From an optimization exercise on the open Yosys and OpenROAD flow, aimed at small area, a short achievable clock period and few clock cycles per item; shortcuts taken in it are not production practice.
At most, simulation tests tie the RTL to the original design; equivalence was not proved.

==> 09-06 <==
==> flow/design.v <==
module sbox_lin(b, g, m);
    input  [7:0] b;
    output [7:0] g;
    output [9:0] m;
    wire t1  = b[7] ^ b[5];
    wire t2  = ~(b[5] ^ b[1]);
    wire t3  = ~(b[0] ^ t2);
    wire t4  = b[6] ^ b[2];
    wire t5  = b[3] ^ t3;
    wire t6  = b[4] ^ t1;
    wire t7  = b[1] ^ t5;
    wire t8  = b[1] ^ t4;
    wire t9  = t6 ^ t8;
    wire t10 = t6 ^ t7;
    wire t11 = ~(b[3] ^ t1);
    wire t12 = ~(b[6] ^ t9);
    wire t13 = t4 ^ t10;
    wire t14 = t2 ^ t11;
    wire t15 = t12 ^ t14;
    wire t16 = t3 ^ t12;
    wire t17 = t11 ^ t16;
    assign g = {t15, t14, ~b[0], t2, t5, t13, t7, t10};
    assign m = {t12, t9, t17, b[1], t11, t4, t16, t8, t3, t6};
endmodule
module sbox_mul(g, m, p);
    input  [7:0] g;
    input  [9:0] m;
    output [3:0] p;
    wire t1  = ~(g[5] & g[1]);
    wire t2  = ~(m[1] & m[0]);
    wire t3  = ~(g[4] & g[0]);
    wire t4  = ~(g[7] & g[3]);
    wire t5  = ~(m[9] & m[8]);
    wire t6  = ~(g[6] | g[2]);
    wire t7  = ~(g[7] | g[3]);
    wire t8  = ~(m[9] | m[8]);
    wire t9  = ~(m[7] | m[6]);
    wire t10 = ~(m[3] & m[2]);
    wire t11 = ~(m[5] & m[4]);
    wire t12 = ~(m[3] | m[2]);
    wire t13 = t1 ^ t2;
    wire t14 = t3 ^ t2;
    wire t15 = t4 ^ t13;
    wire t16 = t5 ^ t14;
    wire t17 = t9 ^ t10;
    wire t18 = t11 ^ t12;
    wire t19 = t6 ^ t15;
    wire t20 = t7 ^ t16;
    assign p[3] = t19 ^ t17;
    assign p[2] = t20 ^ t18;
    assign p[1] = t8 ^ t15;
    assign p[0] = t6 ^ t16;
endmodule
module sbox_inv(p, l);
    input  [3:0] p;
    output [3:0] l;
    wire u1  = ~(p[3] & p[0]);
    wire u2  = ~(u1 | p[2]);
    wire u3  = ~(p[2] & p[0]);
    wire u4  = p[1] ^ u3;
    wire u5  = ~(p[2] | u4);
    wire u6  = ~(p[1] & u4);
    wire u7  = ~(p[3] | u4);
    wire u8  = ~(u7 | u2);
    wire u9  = ~(u5 ^ u7);
    wire u10 = ~(u9 ^ p[3]);
    wire u11 = ~(u6 & u8);
    wire u12 = ~(u8 & p[1]);
    wire u13 = ~(p[0] ^ u12);
    wire u14 = ~(u1 & p[2]);
    wire u15 = ~(u9 & u14);
    assign l = {u13, u11, u15, u10};
endmodule
module sbox_bot(g, m, l, Sb);
    input  [7:0] g;
    input  [9:0] m;
    input  [3:0] l;
    output [7:0] Sb;
    wire k4 = l[3] ^ l[2];
    wire k3 = l[3] ^ l[1];
    wire k2 = l[2] ^ l[0];
    wire k1 = k3 ^ k2;
    wire k0 = l[1] ^ l[0];
    wire [17:0] e;
    assign e[17] = ~(g[2] & l[2]);
    assign e[16] = ~(g[3] & l[3]);
    assign e[15] = ~(m[8] & k4);
    assign e[14] = ~(m[2] & k1);
    assign e[13] = ~(m[4] & k2);
    assign e[12] = ~(m[6] & k3);
    assign e[11] = ~(g[0] & l[0]);
    assign e[10] = ~(g[1] & l[1]);
    assign e[9]  = ~(m[0] & k0);
    assign e[8]  = ~(g[6] & l[2]);
    assign e[7]  = ~(g[7] & l[3]);
    assign e[6]  = ~(m[9] & k4);
    assign e[5]  = ~(m[3] & k1);
    assign e[4]  = ~(m[5] & k2);
    assign e[3]  = ~(m[7] & k3);
    assign e[2]  = ~(g[4] & l[0]);
    assign e[1]  = ~(g[5] & l[1]);
    assign e[0]  = ~(m[1] & k0);
    wire E11 = e[17] ^ e[16];
    wire E10 = e[15] ^ e[16];
    wire E9  = e[14] ^ e[13];
    wire E8  = e[12] ^ e[13];
    wire E7  = e[11] ^ e[10];
    wire E6  = e[9]  ^ e[10];
    wire E5  = e[8]  ^ e[7];
    wire E4  = e[6]  ^ e[7];
    wire E3  = e[5]  ^ e[4];
    wire E2  = e[3]  ^ e[4];
    wire E1  = e[2]  ^ e[1];
    wire E0  = e[0]  ^ e[1];
    wire v1  = E9 ^ E7;
    wire v2  = E1 ^ v1;
    wire v3  = E3 ^ v2;
    wire v4  = E5 ^ E3;
    wire v5  = E4 ^ v4;
    wire v6  = E4 ^ E0;
    wire v7  = E11 ^ E7;
    wire v8  = v1 ^ v4;
    wire v9  = v1 ^ v6;
    wire v10 = E2 ^ v5;
    wire v11 = E10 ^ E8;
    wire v12 = ~(v3 ^ v11);
    wire v13 = v10 ^ v12;
    wire v14 = ~(v3 ^ v7);
    wire v15 = ~(E10 ^ E6);
    wire v16 = v6 ^ v14;
    assign Sb = {v15, v13, v8, v14, v11, v9, v12, v16};
endmodule
module sm4_top (
    clk,rst,start,i_plaintext,i_key,
    o_data,o_done
);
    input           clk;
    input           rst;
    input           start;
    input           i_plaintext;
    input           i_key;
    output          o_data;
    output          o_done;
    localparam [1:0] PH_LOAD = 2'd0, PH_COMP = 2'd1, PH_OUT = 2'd2;
    localparam [127:0] FK = {32'ha3b1bac6, 32'h56aa3350, 32'h677d9197, 32'hb27022dc};
    localparam [6:0] COMP_LAST = 7'd100;
    reg     [1:0]   phase;
    reg     [6:0]   cnt;
    reg     [1:0]   m3;
    reg     [4:0]   rnd;
    reg             done_r;
    reg             data_r;
    reg             comp;    
    reg             outp;    
    reg             wk;      
    reg             wd;      
    reg             krot;    
    reg             kins;    
    reg             klate;   
    reg             kd;
    reg     [31:0]  kr0, kr1, kr2, kr3;
    reg     [31:0]  dr0, dr1, dr2, dr3;
    reg     [31:0]  pre;     
    reg     [71:0]  s1g;     
    reg     [15:0]  s1p;     
    reg     [31:0]  s2s;     
    reg  [31:0] ck;
    always @(*) begin
        case (rnd)
            5'd0: ck = 32'h00070e15;
            5'd1: ck = 32'h1c232a31;
            5'd2: ck = 32'h383f464d;
            5'd3: ck = 32'h545b6269;
            5'd4: ck = 32'h70777e85;
            5'd5: ck = 32'h8c939aa1;
            5'd6: ck = 32'ha8afb6bd;
            5'd7: ck = 32'hc4cbd2d9;
            5'd8: ck = 32'he0e7eef5;
            5'd9: ck = 32'hfc030a11;
            5'd10: ck = 32'h181f262d;
            5'd11: ck = 32'h343b4249;
            5'd12: ck = 32'h50575e65;
            5'd13: ck = 32'h6c737a81;
            5'd14: ck = 32'h888f969d;
            5'd15: ck = 32'ha4abb2b9;
            5'd16: ck = 32'hc0c7ced5;
            5'd17: ck = 32'hdce3eaf1;
            5'd18: ck = 32'hf8ff060d;
            5'd19: ck = 32'h141b2229;
            5'd20: ck = 32'h30373e45;
            5'd21: ck = 32'h4c535a61;
            5'd22: ck = 32'h686f767d;
            5'd23: ck = 32'h848b9299;
            5'd24: ck = 32'ha0a7aeb5;
            5'd25: ck = 32'hbcc3cad1;
            5'd26: ck = 32'hd8dfe6ed;
            5'd27: ck = 32'hf4fb0209;
            5'd28: ck = 32'h10171e25;
            5'd29: ck = 32'h2c333a41;
            5'd30: ck = 32'h484f565d;
            5'd31: ck = 32'h646b7279;
        endcase
    end
    always @(posedge clk) begin
        if (m3 == 2'd2)
            pre <= kr1 ^ kr2 ^ ck ^ dr3;
        else
            pre <= dr1 ^ dr2 ^ kr0 ^ kr3;
    end
    wire [31:0] b = pre ^ kr0 ^ dr0;
    wire [15:0] p1;
    wire [71:0] gm1;
    genvar gi;
    generate
        for (gi = 0; gi < 4; gi = gi + 1) begin : st1
            wire [7:0] g;
            wire [9:0] m;
            sbox_lin lin(.b(b[8*gi+7:8*gi]), .g(g), .m(m));
            sbox_mul mul(.g(g), .m(m), .p(p1[4*gi+3:4*gi]));
            assign gm1[18*gi+17:18*gi] = {g, m};
        end
    endgenerate
    always @(posedge clk) begin
        s1g <= gm1;
        s1p <= p1;
    end
    wire [31:0] s;
    generate
        for (gi = 0; gi < 4; gi = gi + 1) begin : st2
            wire [3:0] l;
            sbox_inv inv(.p(s1p[4*gi+3:4*gi]), .l(l));
            sbox_bot bot(.g(s1g[18*gi+17:18*gi+10]), .m(s1g[18*gi+9:18*gi]), .l(l),
                         .Sb(s[8*gi+7:8*gi]));
        end
    endgenerate
    always @(posedge clk) begin
        s2s <= s;
    end
    wire [31:0] lk = s2s ^ {s2s[18:0], s2s[31:19]} ^ {s2s[8:0], s2s[31:9]};
    wire [31:0] ld = s2s ^ {s2s[29:0], s2s[31:30]} ^ {s2s[21:0], s2s[31:22]}
                         ^ {s2s[13:0], s2s[31:14]} ^ {s2s[7:0], s2s[31:8]};
    wire [31:0] nk = kr3 ^ lk;
    wire [31:0] nd = dr3 ^ ld;
    wire fk = FK[7'd127 - cnt];
    wire kbit = i_key ^ fk;
    always @(posedge clk) kd <= kbit;
    always @(posedge clk) begin
        if (wk)
            kr0 <= nk;
        else if (krot)
            kr0 <= kr3;
        else
            kr0 <= {kr0[30:0], klate ? kd : kbit};
        kr1 <= (krot | kins) ? kr0 : kr3;
        kr2 <= kr1;
        kr3 <= kr2;
    end
    always @(posedge clk) begin
        if (wd)
            dr0 <= nd;
        else if (comp)
            dr0 <= dr3;
        else
            dr0 <= {dr0[30:0], outp ? dr0[31] : dr1[31]};
        if (comp) begin
            dr1 <= dr0;
            dr2 <= dr1;
            dr3 <= dr2;
        end else begin
            dr3 <= {dr3[30:0], outp ? dr3[31] : i_plaintext};
            dr2 <= {dr2[30:0], outp ? dr2[31] : dr3[31]};
            dr1 <= {dr1[30:0], outp ? dr1[31] : dr2[31]};
        end
    end
    wire [6:0] kn = cnt + 7'd1;
    wire [1:0] q = kn[6:5];
    wire       tap = (q == 2'd0) ? dr0[30] : (q == 2'd1) ? dr3[30] :
                     (q == 2'd2) ? dr2[30] : dr1[30];
    wire       comp_end = comp & (cnt == COMP_LAST);
    wire       out_end  = outp & (cnt == 7'd127);
    reg  [1:0] phase_n;
    reg  [6:0] cnt_n;
    reg  [1:0] m3_n;
    reg  [4:0] rnd_n;
    always @(*) begin
        phase_n = phase;
        cnt_n   = kn;
        m3_n    = 2'd2;
        rnd_n   = 5'd0;
        if (!start) begin
            phase_n = PH_LOAD;
            cnt_n   = 7'd0;
        end else if (phase == PH_LOAD) begin
            if (cnt == 7'd127) phase_n = PH_COMP;
        end else if (comp) begin
            m3_n  = (m3 == 2'd2) ? 2'd0 : m3 + 2'd1;
            rnd_n = (m3 == 2'd0) ? rnd + 5'd1 : rnd;
            if (comp_end) begin
                phase_n = PH_OUT;
                cnt_n   = 7'd0;
            end
        end else begin
            if (out_end) phase_n = PH_LOAD;
        end
    end
    always @(posedge clk or negedge rst) begin
        if (!rst) begin
            phase  <= PH_LOAD;
            cnt    <= 7'd0;
            m3     <= 2'd2;
            rnd    <= 5'd0;
            comp   <= 1'b0;
            outp   <= 1'b0;
            wk     <= 1'b0;
            wd     <= 1'b0;
            krot   <= 1'b0;
            kins   <= 1'b0;
            klate  <= 1'b0;
            done_r <= 1'b0;
        end else begin
            phase  <= phase_n;
            cnt    <= cnt_n;
            m3     <= m3_n;
            rnd    <= rnd_n;
            comp   <= (phase_n == PH_COMP);
            outp   <= (phase_n == PH_OUT);
            wk     <= (phase_n == PH_COMP) & (m3_n == 2'd2) & (cnt_n >= 7'd3);
            wd     <= (phase_n == PH_COMP) & (m3_n == 2'd0) & (cnt_n >= 7'd7);
            krot   <= (phase_n == PH_COMP) & (cnt_n != 7'd0);
            kins   <= (phase_n == PH_LOAD) & (cnt_n[4:0] == 5'd0);
            klate  <= ((phase_n == PH_LOAD) & (cnt_n >= 7'd96)) |
                      ((phase_n == PH_COMP) & (cnt_n == 7'd0));
            done_r <= start & (comp_end | (outp & ~out_end));
        end
    end
    always @(posedge clk)
        data_r <= start & (comp_end ? nd[31] : (outp & ~out_end & tap));
    assign o_done = done_r;
    assign o_data = data_r;
endmodule
==> flow/flow/run.sh <==
#!/bin/bash
# The standard ORFS layout (standard.sh), with two synthesis changes:
#  - ADDER_MAP_FILE empty: Yosys's full/half-adder extraction would turn the
#    XOR/AND pairs of the S-box and linear layers into slow adder cells that
#    ABC cannot restructure.
#  - the 3-input XOR/XNOR cells are added to DONT_USE_CELLS (on top of the
#    platform's list): ABC chains them in the linear layers, and they are
#    slower than trees of 2-input XORs.
set -euo pipefail
PLATFORM_DONT_USE=$(sed -n '/^export DONT_USE_CELLS += /,/^#/p' \
    "$FLOW_HOME/platforms/sky130hd/config.mk" | grep -o 'sky130_fd_sc_hd__[a-z0-9_]*' | tr '\n' ' ')
EXTRA="sky130_fd_sc_hd__xor3_1 sky130_fd_sc_hd__xor3_2 sky130_fd_sc_hd__xor3_4 sky130_fd_sc_hd__xnor3_1 sky130_fd_sc_hd__xnor3_2 sky130_fd_sc_hd__xnor3_4"
bash standard.sh ADDER_MAP_FILE= "DONT_USE_CELLS=$PLATFORM_DONT_USE $EXTRA" finish > standard.log 2>&1
==> flow/standard.sh <==
#!/bin/bash
# synth_recipe.tcl (not shown) runs the flow's synth.tcl, then flattens the netlist and writes it again
# the make line also repeats each setting of config.mk as NAME=value (left out here)
make -C /OpenROAD-flow-scripts/flow DESIGN_CONFIG=/design/flow/config.mk WORK_HOME=/design/flow/orfs CLKGATE_MAP_FILE= SYNTH_SCRIPT=/design/flow/synth_recipe.tcl "${@:-finish}"
==> flow/config.mk <==
export PLATFORM = sky130hd
export DESIGN_NAME = sm4_top
export DESIGN_NICKNAME = sm4_top
export VERILOG_FILES = /design/flow/design.v
export SDC_FILE = /design/flow/constraint.sdc
export NUM_CORES = 4
export LEC_CHECK = 0
export ABC_AREA = 1
export CAP_MARGIN = 20
export CORE_MARGIN = 2
export CORE_UTILIZATION = 40
export CTS_CLUSTER_DIAMETER = 90
export CTS_CLUSTER_SIZE = 26
export SETUP_SLACK_MARGIN = 4.1
export SLEW_MARGIN = 20
==> flow/constraint.sdc <==
create_clock -name core_clock -period 6.5 [get_ports {clk}]
set_input_delay 1.3000 -clock core_clock [delete_from_list [all_inputs] [get_ports {clk}]]
set_output_delay 1.3000 -clock core_clock [all_outputs]
set_load 0.01 [all_outputs]
==> 03-13: changes against 09-06 <==
==> flow/run.sh (new file) <==
#!/bin/bash
# synth_recipe.tcl (not shown) runs the flow's synth.tcl, then flattens the netlist and writes it again
# the make line also repeats each setting of config.mk as NAME=value (left out here)
make -C /OpenROAD-flow-scripts/flow DESIGN_CONFIG=/design/flow/config.mk WORK_HOME=/design/flow/orfs CLKGATE_MAP_FILE= SYNTH_SCRIPT=/design/flow/synth_recipe.tcl finish
- CTS_CLUSTER_DIAMETER: 90 -> 100
- CTS_CLUSTER_SIZE: 26 -> 30
- SETUP_SLACK_MARGIN: 4.1 -> 4.0
removed: flow/flow/run.sh
removed: flow/standard.sh
==> 08-22: changes against 09-06 <==
--- a/flow/design.v
+++ b/flow/design.v
@@ -159,4 +159,5 @@
     reg             klate;   
     reg             kd;
+    reg             s1k;     
     reg     [31:0]  kr0, kr1, kr2, kr3;
     reg     [31:0]  dr0, dr1, dr2, dr3;
@@ -204,9 +205,9 @@
     always @(posedge clk) begin
         if (m3 == 2'd2)
-            pre <= kr1 ^ kr2 ^ ck ^ dr3;
+            pre <= kr1 ^ kr2 ^ ck;
         else
-            pre <= dr1 ^ dr2 ^ kr0 ^ kr3;
+            pre <= dr1 ^ dr2 ^ kr0;
     end
-    wire [31:0] b = pre ^ kr0 ^ dr0;
+    wire [31:0] b = pre ^ (s1k ? kr0 : dr0);
     wire [15:0] p1;
     wire [71:0] gm1;
@@ -317,4 +318,5 @@
             kins   <= 1'b0;
             klate  <= 1'b0;
+            s1k    <= 1'b0;
             done_r <= 1'b0;
         end else begin
@@ -328,4 +330,5 @@
             wd     <= (phase_n == PH_COMP) & (m3_n == 2'd0) & (cnt_n >= 7'd7);
             krot   <= (phase_n == PH_COMP) & (cnt_n != 7'd0);
+            s1k    <= (m3_n == 2'd0);
             kins   <= (phase_n == PH_LOAD) & (cnt_n[4:0] == 5'd0);
             klate  <= ((phase_n == PH_LOAD) & (cnt_n >= 7'd96)) |
- CORE_UTILIZATION: 40 -> 50
- CTS_CLUSTER_DIAMETER: 90 -> 100
- CTS_CLUSTER_SIZE: 26 -> 30
- SETUP_SLACK_MARGIN: 4.1 -> 4.05
==> 08-16: changes against 09-06 <==
==> flow/design.v, changed modules only <==
module sm4_top (
    clk,rst,start,i_plaintext,i_key,
    o_data,o_done
);
    input           clk;
    input           rst;
    input           start;
    input           i_plaintext;
    input           i_key;
    output          o_data;
    output          o_done;
    localparam [1:0] PH_LOAD = 2'd0, PH_COMP = 2'd1, PH_OUT = 2'd2;
    localparam [127:0] FK = {32'ha3b1bac6, 32'h56aa3350, 32'h677d9197, 32'hb27022dc};
    localparam [6:0] COMP_LAST = 7'd100;
    reg     [1:0]   phase;
    reg     [6:0]   cnt;
    reg     [1:0]   m3;
    reg     [4:0]   rnd;
    reg             done_r;
    reg             data_r;
    reg             comp;    
    reg             outp;    
    reg             wk;      
    reg             wd;      
    reg     [31:0]  kr0, kr1, kr2, kr3;
    reg     [31:0]  dr0, dr1, dr2, dr3;
    reg     [31:0]  pre;     
    reg     [31:0]  s1b;     
    reg     [15:0]  s1p;     
    reg     [31:0]  s2s;     
    reg  [31:0] ck;
    always @(*) begin
        case (rnd)
            5'd0: ck = 32'h00070e15;
            5'd1: ck = 32'h1c232a31;
            5'd2: ck = 32'h383f464d;
            5'd3: ck = 32'h545b6269;
            5'd4: ck = 32'h70777e85;
            5'd5: ck = 32'h8c939aa1;
            5'd6: ck = 32'ha8afb6bd;
            5'd7: ck = 32'hc4cbd2d9;
            5'd8: ck = 32'he0e7eef5;
            5'd9: ck = 32'hfc030a11;
            5'd10: ck = 32'h181f262d;
            5'd11: ck = 32'h343b4249;
            5'd12: ck = 32'h50575e65;
            5'd13: ck = 32'h6c737a81;
            5'd14: ck = 32'h888f969d;
            5'd15: ck = 32'ha4abb2b9;
            5'd16: ck = 32'hc0c7ced5;
            5'd17: ck = 32'hdce3eaf1;
            5'd18: ck = 32'hf8ff060d;
            5'd19: ck = 32'h141b2229;
            5'd20: ck = 32'h30373e45;
            5'd21: ck = 32'h4c535a61;
            5'd22: ck = 32'h686f767d;
            5'd23: ck = 32'h848b9299;
            5'd24: ck = 32'ha0a7aeb5;
            5'd25: ck = 32'hbcc3cad1;
            5'd26: ck = 32'hd8dfe6ed;
            5'd27: ck = 32'hf4fb0209;
            5'd28: ck = 32'h10171e25;
            5'd29: ck = 32'h2c333a41;
            5'd30: ck = 32'h484f565d;
            5'd31: ck = 32'h646b7279;
        endcase
    end
    always @(posedge clk) begin
        if (m3 == 2'd2)
            pre <= kr1 ^ kr2 ^ ck ^ dr3;
        else
            pre <= dr1 ^ dr2 ^ kr0 ^ kr3;
    end
    wire [31:0] b = pre ^ kr0 ^ dr0;
    wire [31:0] p1;
    genvar gi;
    generate
        for (gi = 0; gi < 4; gi = gi + 1) begin : st1
            wire [7:0] g;
            wire [9:0] m;
            sbox_lin lin(.b(b[8*gi+7:8*gi]), .g(g), .m(m));
            sbox_mul mul(.g(g), .m(m), .p(p1[4*gi+3:4*gi]));
        end
    endgenerate
    always @(posedge clk) begin
        s1b <= b;
        s1p <= p1;
    end
    wire [31:0] s;
    generate
        for (gi = 0; gi < 4; gi = gi + 1) begin : st2
            wire [7:0] g;
            wire [9:0] m;
            wire [3:0] l;
            sbox_lin lin(.b(s1b[8*gi+7:8*gi]), .g(g), .m(m));
            sbox_inv inv(.p(s1p[4*gi+3:4*gi]), .l(l));
            sbox_bot bot(.g(g), .m(m), .l(l), .Sb(s[8*gi+7:8*gi]));
        end
    endgenerate
    always @(posedge clk) begin
        s2s <= s;
    end
    wire [31:0] lk = s2s ^ {s2s[18:0], s2s[31:19]} ^ {s2s[8:0], s2s[31:9]};
    wire [31:0] ld = s2s ^ {s2s[29:0], s2s[31:30]} ^ {s2s[21:0], s2s[31:22]}
                         ^ {s2s[13:0], s2s[31:14]} ^ {s2s[7:0], s2s[31:8]};
    wire [31:0] nk = kr3 ^ lk;
    wire [31:0] nd = dr3 ^ ld;
    wire fk = FK[7'd127 - cnt];
    always @(posedge clk) begin
        if (wk)
            kr0 <= nk;
        else if (comp)
            kr0 <= kr3;
        else
            kr0 <= {kr0[30:0], kr1[31]};
        if (wd)
            dr0 <= nd;
        else if (comp)
            dr0 <= dr3;
        else
            dr0 <= {dr0[30:0], outp ? dr0[31] : dr1[31]};
        if (comp) begin
            kr1 <= kr0;
            kr2 <= kr1;
            kr3 <= kr2;
            dr1 <= dr0;
            dr2 <= dr1;
            dr3 <= dr2;
        end else begin
            kr3 <= {kr3[30:0], i_key ^ fk};
            kr2 <= {kr2[30:0], kr3[31]};
            kr1 <= {kr1[30:0], kr2[31]};
            dr3 <= {dr3[30:0], outp ? dr3[31] : i_plaintext};
            dr2 <= {dr2[30:0], outp ? dr2[31] : dr3[31]};
            dr1 <= {dr1[30:0], outp ? dr1[31] : dr2[31]};
        end
    end
    wire [6:0] kn = cnt + 7'd1;
    wire [1:0] q = kn[6:5];
    wire       tap = (q == 2'd0) ? dr0[30] : (q == 2'd1) ? dr3[30] :
                     (q == 2'd2) ? dr2[30] : dr1[30];
    wire       comp_end = comp & (cnt == COMP_LAST);
    wire       out_end  = outp & (cnt == 7'd127);
    reg  [1:0] phase_n;
    reg  [6:0] cnt_n;
    reg  [1:0] m3_n;
    reg  [4:0] rnd_n;
    always @(*) begin
        phase_n = phase;
        cnt_n   = kn;
        m3_n    = 2'd2;
        rnd_n   = 5'd0;
        if (!start) begin
            phase_n = PH_LOAD;
            cnt_n   = 7'd0;
        end else if (phase == PH_LOAD) begin
            if (cnt == 7'd127) phase_n = PH_COMP;
        end else if (comp) begin
            m3_n  = (m3 == 2'd2) ? 2'd0 : m3 + 2'd1;
            rnd_n = (m3 == 2'd0) ? rnd + 5'd1 : rnd;
            if (comp_end) begin
                phase_n = PH_OUT;
                cnt_n   = 7'd0;
            end
        end else begin
            if (out_end) phase_n = PH_LOAD;
        end
    end
    always @(posedge clk or negedge rst) begin
        if (!rst) begin
            phase  <= PH_LOAD;
            cnt    <= 7'd0;
            m3     <= 2'd2;
            rnd    <= 5'd0;
            comp   <= 1'b0;
            outp   <= 1'b0;
            wk     <= 1'b0;
            wd     <= 1'b0;
            done_r <= 1'b0;
            data_r <= 1'b0;
        end else begin
            phase  <= phase_n;
            cnt    <= cnt_n;
            m3     <= m3_n;
            rnd    <= rnd_n;
            comp   <= (phase_n == PH_COMP);
            outp   <= (phase_n == PH_OUT);
            wk     <= (phase_n == PH_COMP) & (m3_n == 2'd2) & (cnt_n >= 7'd3);
            wd     <= (phase_n == PH_COMP) & (m3_n == 2'd0) & (cnt_n >= 7'd7);
            done_r <= start & (comp_end | (outp & ~out_end));
            data_r <= start & (comp_end ? nd[31] : (outp & ~out_end & tap));
        end
    end
    assign o_done = done_r;
    assign o_data = data_r;
endmodule
==> flow/flow/run.sh (replaced) <==
#!/bin/bash
# Standard ORFS layout, except that synthesis skips Yosys's full/half-adder
# extraction (ADDER_MAP_FILE empty): it turns XOR/AND pairs of the S-box and
# linear layers into slow adder cells that ABC cannot restructure.
set -euo pipefail
bash standard.sh ADDER_MAP_FILE= finish > standard.log 2>&1
- ABC_AREA: 1 -> not set
- CTS_CLUSTER_DIAMETER: 90 -> not set
- CTS_CLUSTER_SIZE: 26 -> not set
- SETUP_SLACK_MARGIN: 4.1 -> not set
==> impl_metrics.toml <==
[drt]
via_per_inst = 4.822
wl_met1_mm = 29.09
vias = 19220

[clock_tree]
post-cts-setup-buffer-count = 1

[worst_setup_path]
reg2reg_depth = 9

[logic_synthesis]
synth.top_cell.area_share = 0.3497

[outcome]
outcome = "no timing/DRC/antenna violations"

[finish]
seq_share = 0.3457
The numbers above come from 09-06.

==> impl_metrics.toml <==
[outcome]
outcome = "no timing/DRC/antenna violations"

[placed_design]
dp.cells = 3690

[logic_synthesis]
synth.distinct_cells = 45
synth.top_cell.area_share = 0.3658

[finish]
final_cell_mix = "nand2_1 (770), dfxtp_1 (370), inv_1 (260)"
multi_input_cells = 2182
fill_cells = 5355
seq_share = 0.3384
utilization = 0.4753

[sta]
fin_crit_sh = 0.4152

[drt]
wl_met1_mm = 27.94
via_per_inst = 4.945

[worst_setup_path]
reg2reg_depth = 20

[global_routing]
overflow = 0
The numbers above come from 03-13.

==> impl_metrics.toml <==
[outcome]
outcome = "no timing/DRC/antenna violations"

[worst_setup_path]
r2r_end = "s1p[10]$_DFF_P_"
arrival_ps = 3090
reg2reg_depth = 20

[finish]
seq_share = 0.3319

[drt]
via_per_inst = 5.220
vias = 20070

[clock_tree]
ctsResizeCount = 194
cts_buffers = 18

[logic_synthesis]
synth.top_cell.area_share = 0.3663

[floorplanning]
tap-cell-count = 592
The numbers above come from 08-22.

==> impl_metrics.toml <==
[outcome]
outcome = "no timing/DRC/antenna violations"

[drt]
wl_met1_mm = 28.54
vias = 17890
via_per_inst = 5.388

[logic_synthesis]
synth.top_cell.area_share = 0.3145
ys_ff_latch = 390

[finish]
seq_share = 0.3126
fill_cells = 5542

[worst_setup_path]
arrival_ps = 3800
reg2reg_depth = 7

[clock_tree]
post-cts-setup-buffer-count = 0

[sta]
fin_crit_sh = 0.5160
The numbers above come from 08-16.

Testbench counts of 09-06, summed over its fixed seeds: cycles 22,848, blocks 64.
Testbench counts of 03-13, summed over its fixed seeds: cycles 22,848, blocks 64.
The RTL of 08-22 and 08-16 was laid out without a check of its function.

re-timing with driven ports:
The flow's constraints put no driver on any port. The routed layouts listed below were extracted and timed again, unchanged, in two steps. Step 1 (the two cells are an assumption about what drives the block):
set clk [get_ports {clk}]
set_driving_cell -lib_cell sky130_fd_sc_hd__clkbuf_16 $clk
set_driving_cell -lib_cell sky130_fd_sc_hd__buf_2 [delete_from_list [all_inputs] $clk]
Step 2 also shifts input and output timing later by t, the mid clock arrival at the registers, as if the neighbouring blocks saw the same clock. a / b / c = ideal ports / drivers / drivers and shift; a / b = the first two.
run	t, ns	setup slack, ns	worst hold slack (ns)	worst setup path at the end	worst data-port slew with drivers (ns)
09-06	0.635	4.139 / 4.080 / 3.655	0.354 / 0.354 / 0.354	input to register	0.03
03-13	0.620	3.801 / 3.801 / 3.551	0.358 / 0.358 / 0.358	input to register	0.03
08-22	0.611	3.856 / 3.856 / 3.683	0.360 / 0.360 / 0.360	input to register	0.04
08-16	0.626	3.146 / 3.146 / 3.146	0.503 / 0.503 / 0.503	register to register	0.03
After both steps every run listed still meets setup and hold. The setup slack of 09-06, which loses most, moves by -0.059 ns with the drivers and by -0.484 ns with both steps.
